What follows belongs to an exercise in optimizing a design on an open flow for small area, a short achievable clock period and few clock cycles; a production flow would make more cautious choices. The RTL was checked by simulation tests, not by an equivalence proof against the original design. Power is estimated from default activity; no workload was simulated.

File: flow/run.sh
#!/bin/bash
# synth_recipe.tcl (not shown) runs the flow's synth.tcl, then flattens the netlist and writes it again
# the make line also repeats each setting of config.mk as NAME=value (left out here)
make -C /OpenROAD-flow-scripts/flow DESIGN_CONFIG=/design/flow/config.mk WORK_HOME=/design/flow/orfs CLKGATE_MAP_FILE= SYNTH_SCRIPT=/design/flow/synth_recipe.tcl finish
File: flow/config.mk
export PLATFORM = sky130hd
export DESIGN_NAME = sort_unit
export DESIGN_NICKNAME = sort_unit
export VERILOG_FILES = /design/flow/design.v
export SDC_FILE = /design/flow/constraint.sdc
export NUM_CORES = 4
export LEC_CHECK = 0
export CAP_MARGIN = 20
export CORE_MARGIN = 2
export CORE_UTILIZATION = 22
export GPL_ROUTABILITY_DRIVEN = 1
export PLACE_DENSITY = 0.35
export SLEW_MARGIN = 20
File: flow/constraint.sdc
create_clock -name core_clock -period 9.0 [get_ports {clk}]
set_input_delay 1.8000 -clock core_clock [delete_from_list [all_inputs] [get_ports {clk}]]
set_output_delay 1.8000 -clock core_clock [all_outputs]
set_load 0.01 [all_outputs]
File: flow/design.v
module bubble_sort (width, Reset, Clk, Start, Ain, Ack, Aout, Done, q_Ini, q_Incr, q_Comp, q_Done);
input [4:0] width;
input Reset, Clk;
input Start, Ack;
input [30*7 - 1:0] Ain;
output [30*7 - 1:0] Aout;
output Done;
output q_Ini, q_Incr, q_Comp, q_Done;
wire q_Ini, q_Incr, q_Comp, q_Done;
wire [30*7 - 1:0] Aout;
reg [6:0] A [0:29];
reg [3:0] state;
reg[4:0] K,J;
reg Done;
genvar l;
integer i;
localparam
	INI = 4'b0001,
	INCR = 4'b0010,
	COMP = 4'b0100,
	DONE = 4'b1000,
	UNKN = 4'bxxxx;
generate
for (l = 1; l <= 30; l = l + 1)
	assign Aout[l*7-1:(l-1)*7] = A[l-1];
endgenerate
assign {q_Done, q_Comp, q_Incr, q_Ini} = state;
always @ (posedge Clk, posedge Reset) 
begin
	if (Reset)
	begin
		state <= INI;
		K <= 5'b00000;
		J <= 5'b00000;
	end
	else
	begin
		case (state)
			INI:
			begin
				if (Start && width >= 2)
					state <= INCR;
				else if (Start && width < 2)
					state <= DONE;
				K <= 5'b00000;
				J <= 5'b00000;
				for (i = 1; i <= 30; i = i + 1)
					A[i-1] <= Ain[(i-1)*7 +: 7];
				Done <= 0;
			end
			INCR:
			begin
				state <= COMP;
				J <= 0;
				K <= K + 1;
			end
			COMP:
			begin
				if (K == width - 1 && J == width - K - 1)
					state <= DONE;
				else if (K < width - 1 && J == width - K - 1)
					state <= INCR;
				if (A[J] > A[J + 1])
				begin
					A[J] <= A[J + 1];
					A[J + 1] <= A[J];
				end
					J <= J + 1;
			end
			DONE:
			begin
				if (Ack)
					state <= INI;
				Done <= 1;
			end
			default:
				begin
					state <= UNKN;
				end
		endcase
	end
end
endmodule
module selection_sort(width, Reset, Clk, Start, Ack, Ain, Aout, Done, q_Ini, q_Incr, q_Comp, q_Done);
input [4:0] width;
input Reset, Clk;
input Start, Ack;
input [30*7 - 1:0] Ain;
output [30*7 - 1:0] Aout;
output Done;
output q_Ini, q_Incr, q_Comp, q_Done;
wire q_Ini, q_Incr, q_Comp, q_Done;
wire [30*7 - 1:0] Aout;
reg [6:0] A [0:29];
reg [3:0] state;
reg[4:0] K,J;
reg Done;
genvar l;
integer i;
localparam
	INI = 4'b0001,
	INCR = 4'b0010,
	COMP = 4'b0100,
	DONE = 4'b1000,
	UNKN = 4'bXXXX;
generate
for (l = 1; l <= 30; l = l + 1)
	assign Aout[l*7-1:(l-1)*7] = A[l-1];
endgenerate
assign {q_Done, q_Comp, q_Incr, q_Ini} = state;
always @ (posedge Clk, posedge Reset)
begin
	if (Reset)
	begin
		state <= INI;
		K <= 5'b00000;
		J <= 5'b00000;
	end
	else
	begin
		case (state) 
			INI:
			begin
				if (Start && width >= 2)
					state <= INCR;
				else if (Start && width < 2)
					state <= DONE;
				K <= 5'b00001;
				J <= 5'b00000;
				for (i = 1; i <= 30; i = i + 1)
					A[i-1] <= Ain[(i-1)*7 +: 7];
				Done <= 0;
			end
			INCR:
			begin
				state <= COMP;
				K <= K + 1;
				J <= K;
			end
			COMP:
			begin
				if(J == 1 && K != width)
					state <= INCR;
				else if (J == 1  && K == width)
					state <= DONE;
				if (A[J] < A[J-1]) 
				begin
					A[J] <= A[J-1];
					A[J-1] <= A[J];
				end
				J <= J - 1;
			end
			DONE:
			begin 
				if (Ack) 
					state <= INI;
				Done <= 1;
			end
			default:
				state <= UNKN;
		endcase
	end
end
endmodule
module insertion_sort(width, Reset, Clk, Start, Ack, Ain, Aout, Done, q_Ini, q_Incr, q_Comp, q_Done);
input [4:0] width;
input Reset, Clk;
input Start, Ack;
input [30*7 - 1:0] Ain;
output [30*7 - 1:0] Aout;
output Done;
output q_Ini, q_Incr, q_Comp, q_Done;
wire q_Ini, q_Incr, q_Comp, q_Done;
wire [30*7 - 1:0] Aout;
reg [6:0] A [0:29];
reg [3:0] state;
reg[4:0] K,J, Index;
reg Done;
genvar l;
integer i;
localparam
	INI = 4'b0001,
	INCR = 4'b0010,
	COMP = 4'b0100,
	DONE = 4'b1000,
	UNKN = 4'bXXXX;
generate
for (l = 1; l <= 30; l = l + 1)
	assign Aout[l*7-1:(l-1)*7] = A[l-1];
endgenerate	
assign {q_Done, q_Comp, q_Incr, q_Ini} = state;
always @ (posedge Clk, posedge Reset)
begin
	if (Reset)
	begin
		state <= INI;
		K <= 5'b00000;
		J <= 5'b00000;
	end
	else
	begin
		case (state) 
			INI:
			begin
				if (Start && width >= 2)
					state <= INCR;
				else if (Start && width < 2)
					state <= DONE;
				for (i = 1; i <= 30; i = i + 1)
					A[i-1] <= Ain[(i-1)*7 +: 7];
				K <= 5'b00000;
				J <= 5'b00000;
				Done <= 0;
			end
			INCR:
			begin
				state <= COMP;
				J <= K + 1;
				Index <= K;
			end
			COMP:
			begin
				if (J == width && K != width - 2)
					state <= INCR;
				else if (J == width && K == width - 2)
					state <= DONE;
				J <= J + 1;
				if (A[J] < A[Index])
					Index <= J;
				if (J == width)
				begin
					A[Index] <= A[K];
					A[K] <= A[Index];
					K <= K + 1;
				end
			end
			DONE:
			begin 
				if (Ack) 
					state <= INI;
				Done <= 1;
			end
			default:
				state <= UNKN;
		endcase
	end
end
endmodule
module sort_unit(clk, rst, start, alg, width, ain, ack, ready, done, aout);
input clk, rst;
input start, ack;
input [1:0] alg;
input [4:0] width;
input [30*7 - 1:0] ain;
output ready, done;
output [30*7 - 1:0] aout;
wire [30*7 - 1:0] bubbleOut, selectionOut, insertionOut;
wire b_Ini, b_Incr, b_Comp, b_Done;
wire s_Ini, s_Incr, s_Comp, s_Done;
wire i_Ini, i_Incr, i_Comp, i_Done;
wire bubbleStart    = start && alg == 2'b00;
wire selectionStart = start && alg == 2'b01;
wire insertionStart = start && alg == 2'b10;
bubble_sort bubble (.width(width), .Clk(clk), .Reset(rst), .Start(bubbleStart), .Ain(ain), .Ack(ack), .Aout(bubbleOut), .Done(), .q_Ini(b_Ini), .q_Incr(b_Incr), .q_Comp(b_Comp), .q_Done(b_Done));
selection_sort selection (.width(width), .Clk(clk), .Reset(rst), .Start(selectionStart), .Ain(ain), .Ack(ack), .Aout(selectionOut), .Done(), .q_Ini(s_Ini), .q_Incr(s_Incr), .q_Comp(s_Comp), .q_Done(s_Done));
insertion_sort insertion (.width(width), .Clk(clk), .Reset(rst), .Start(insertionStart), .Ain(ain), .Ack(ack), .Aout(insertionOut), .Done(), .q_Ini(i_Ini), .q_Incr(i_Incr), .q_Comp(i_Comp), .q_Done(i_Done));
assign ready = b_Ini && s_Ini && i_Ini;
assign done  = b_Done || s_Done || i_Done;
assign aout  = b_Done ? bubbleOut : s_Done ? selectionOut : insertionOut;
endmodule
==> results.txt <==
- Status: finished clean
- For the pin with the worst max-slew slack, the measured transition is 1.32 ns.
- Xor and xnor area share after synthesis: 0.737%
* Maximum count of clock buffers along a single path: 3
* Post CTS Setup Buffer Count: 0
- Most frequent standard cell in the layout excluding fill and tap cells: nand2_1
* Part of the Yosys area used for sequential elements: 36.8%
* Crit Path Category: reg -> reg
* Placer's final routability congestion estimate: 1.13
* Final-report setup violation count: 0
- TritonCTS built the clock tree.
- Largest net degree at the start of global routing: 197
- Setup TNS: 0 ns
- IR analysis of the VDD net gives a maximum drop of 0.592 mV.
* Synth Area per Inst: 8.26 µm²
- Critical path launch point type: flop
- Count of fill cells added during filler insertion: 26900
- Once the floorplan was initialized, standard cells occupied 22.2% of the core.
* Area fraction in and, or, nand and nor cells after synthesis: 20.5%
* Detailed-placement wirelength estimate: 481000 µm
* DRC: 0
- Worst slew margin relative to its limit: 9.77%
- First-pass GRT wire length: 751000 µm
- The synthesized netlist devotes 26.9% of its cell area to compound gates.
* First-pass DRT Iterations: 9
- Data required time of the worst path: 9.40 ns
- Register clock-pin slew on the reported worst setup and hold paths: 0.06 ns
* Share of synthesized area spent on multiplexers: 7.86%
* Final Max Tran Viols: 0
* Area of all sequential standard cells: 0.0201 mm²
- The most used flip-flop cell after synthesis is edfxtp_1.
- Count of clock tree sinks: 677
- Routed length per placed instance: 59.6 µm
* Average via count per standard cell: 6.87
- The floorplan has 182 rows.
- Overall die height: 502 µm
- Via count: 70600
- The slowest stage of the critical path belongs to the cell o32ai_2.
- Kind of path behind the tightest hold check: reg -> reg
* Initial detailed-routing violation count: 14500
* Area of the core: 0.246 mm²
* Crit-path cells: inv_1 -> ha_1 -> buf_4 -> nand2b_1 -> o32ai_2 -> and3_1 -> a221o_1 -> nand4bb_1 -> or3_1 -> mux2i_1 -> ha_1 -> nor2b_1 -> o21ai_0 -> nand2_1 -> a2111oi_0 -> o21ai_0 -> o311a_1 -> buf_4 -> a21oi_1
- Count of state elements after synthesis: 677
- In the layout the commonest cells are 976 x nand2_1, 635 x edfxtp_1, 564 x nor2_1.
- RSZ-0062 raised after global routing: no
* Number of buffers added by the clock tree synthesis step: 93
- Root buffer cell: clkbuf_16
* Post-layout minimum cycle time: 7.56 ns
- Instance area after placement: 0.0635 mm²
- Synthesis produced a netlist with a net count of 6897.
- The die covers 0.252 mm².
- The number of global-route vias before repair was 61800.
* Worst-path maximum fanout: 27
* Maximum clock frequency: 132 MHz
- Capturing element type of the critical path: flop
- The cell area that synthesis handed to floorplanning was 0.0546 mm².
* WP buf/inv: 3
- The final critical path takes up 84.0% of the cycle.
* Total routed wirelength: 612000 µm
- In the synthesized netlist the async set-or-reset flop fraction comes to 6.20%.
- The later pin in the worst-skew pair is clocked with a latency of 0.80 ns.
- Number of buffers inserted by hold repair at cts: 0
* Global-route usage over all layers: 46.5%
- In the final layout, the multi-input gates occupy 0.0321 mm².
* Post-synthesis share of cell area spent on full adders, half adders and majority gates: 1.50%
- Combinational family with the most area after synthesis: compound AO/OA/AOI/OAI gates
* Kind of cell adding the most delay to the critical path: compound AO/OA/AOI/OAI gates
* Antenna violations before repair: 144
- Once detail routing completed, the nets flagged for antenna violations numbered 0.
- Counting every instance in the synthesized netlist gives 6611.
- Fraction of final layout cells sized beyond drive strength 1: 9.40%
* Post-synth EDFFs: 635
- P_leak: 23.0 nW
- The completed layout was analyzed and its total power is 26.1 mW.
- Dividing total power by cell area gives a power density of 390 mW/mm².
- For this run, the slowest stage of the critical path takes 0.94 ns.
* CTS H-tree depth: 3
- The net count of the finished layout is 7070.
* Quantity of I/O buffers inserted on ports: 432
* Area growth from synthesis to layout: 22.2%
- For this run, the number of Yosys warnings is 6.
* Post-route cell area: 0.0667 mm²
* Remaining Overflow, GRT: 0
* Distinct cells, synth: 107
* Data arrival at the endpoint of the critical path: 7.96 ns
* Number of hold violations in the final report: 0
- Post-CTS repair changed the size of 0 cells.
- Overall die width: 502 µm
- In this run the count of I/O pins placed on the die edge is 433.
* Max-cap violations: 0
- Worst Skew: 0.0481 ns
-- Yosys cell counts, types with 15 or more instances --
cell type	count	area share, %
clkbuf_1	481	3.3
a2111oi_0	15	0.24
nand4_1	137	1.6
xnor2_1	24	0.38
mux2i_1	376	6.9
o221ai_1	44	0.71
o22ai_1	139	1.6
a21oi_1	475	4.4
a211oi_1	73	1.0
mux2_2	43	0.89
nor2_1	569	3.9
a222oi_1	44	0.81
a221oi_1	76	1.2
nand3b_1	15	0.21
a31oi_1	133	1.5
a32oi_1	28	0.45
a22o_1	80	1.3
and4b_1	19	0.35
nand3_1	179	1.6
nand2_1	977	6.7
buf_2	111	1.0
nor4_1	48	0.55
buf_4	23	0.32
o21ai_0	473	4.3
dfrtp_1	39	1.8
nor2b_1	41	0.47
buf_1	65	0.45
o211ai_1	23	0.32
edfxtp_1	635	35
o22a_1	35	0.56
a22oi_1	397	5.5
ha_1	64	1.5
nor3_1	224	2.1
and3_1	47	0.54
o2111ai_1	18	0.29
a221o_1	44	0.81
nand2b_1	29	0.33
inv_1	61	0.42
and2_1	30	0.34
xor2_1	15	0.24
-- metal layers --
metal  GRT usage (%)  wire [µm]  share of wire [%]  vias to the layer above
met5            1.35        738               0.12                        -
met4            36.5      59500                9.7                       68
met1            54.9     228000                 37                    35900
met3            22.9      83900                 14                     1793
met2            63.4     240000                 39                     7063
li1                -          -                  -                    25800
-- path summary, 6_finish.rpt --
path,end,slack [ns],cells past startpoint,startpoint
max in group asynchronous,insertion.K[2],6.31,3,rst
worst max register to register,selection.A[2][4],1.44,19,selection.J[0]
worst min-delay path,selection.state[0],0.52,1,selection.state[1]
worst min register to register,selection.state[0],0.52,1,selection.state[1]
worst max-delay path,selection.A[2][4],1.44,19,selection.J[0]
min in group asynchronous,bubble.J[3],1.85,2,rst
-- where the power goes --
group	internal (mW)	total, mW	switching (mW)
clock network	2.06	3.73	1.67
logic	4.17	16.7	12.6
registers	4.05	5.58	1.53
total	10.3	26.1	15.8
-- area by class of cell --
class	instances	area share (%)
Multi-Input combinational cell	5180	48.1
Sequential cell	677	30.2
Timing Repair Buffer	767	10.5
Tap cell	3312	6.21
Clock buffer	116	3.65
Clock inverter	58	0.701
Inverter	65	0.366
Antenna cell	94	0.352
-- metrics by stage --
stage / utilization, % / setup WS, ns / instances / hold slack, ns
finish: 27.1 / 1.44 / 10300 / 0.517
detailed placement: 25.8 / 1.70 / 9998 / 0.499
global route: 27.0 / 1.24 / 10200 / 0.555
global placement: 25.8 / 1.72 / 9995 / 0.506
CTS: 27.0 / 1.68 / 10200 / 0.510
floorplan: - / 2.78 / 6611 / 0.449
-- cell families after synthesis --
| family | after synthesis |
|---|---|
| AO/OA/AOI/OAI | 2221 |
| XOR/XNOR | 42 |
| adder cells (fa/ha/maj) | 65 |
| buffers and inverters | 754 |
| flip-flops | 677 |
| multiplexers | 421 |
| AND/OR/NAND/NOR | 2431 |
-- sequential cells by signal (all words and copies together), names as in the netlist, 5 cells and up --
register and cells:
bubble.A 210, insertion.A 210, selection.A 210, bubble.J 5, bubble.K 5, insertion.Index 5
insertion.J 5, insertion.K 5, selection.J 5, selection.K 5
Testbench counts, summed over its fixed seeds: cycles 40,513.

[static timing again, ports no longer ideal]
Ports are ideal in the flow. The routed layout listed here was re-timed in OpenROAD.
Step 1 (the two cells are an assumption about what drives the block):
set clk [get_ports {clk}]
set_driving_cell -lib_cell sky130_fd_sc_hd__clkbuf_16 $clk
set_driving_cell -lib_cell sky130_fd_sc_hd__buf_2 [delete_from_list [all_inputs] $clk]
Step 2 also shifts input and output timing later by t, the mid clock arrival at the registers, as if the neighbouring blocks saw the same clock.
a / b / c = ideal / step 1 / step 2; a / b = the first two.
t, ns: 0.867
setup slack, ns: 1.439 / 1.439 / 1.439
hold slack, ns: 0.517 / 0.517 / 0.517
clock arrival spread, ns: 0.049 / 0.049
worst slew at a driven data input, ns: 0.12
After both steps setup and hold are still met in this run. For this run, drivers alone change the setup slack by 0.000 ns; drivers and shift together by 0.000 ns.
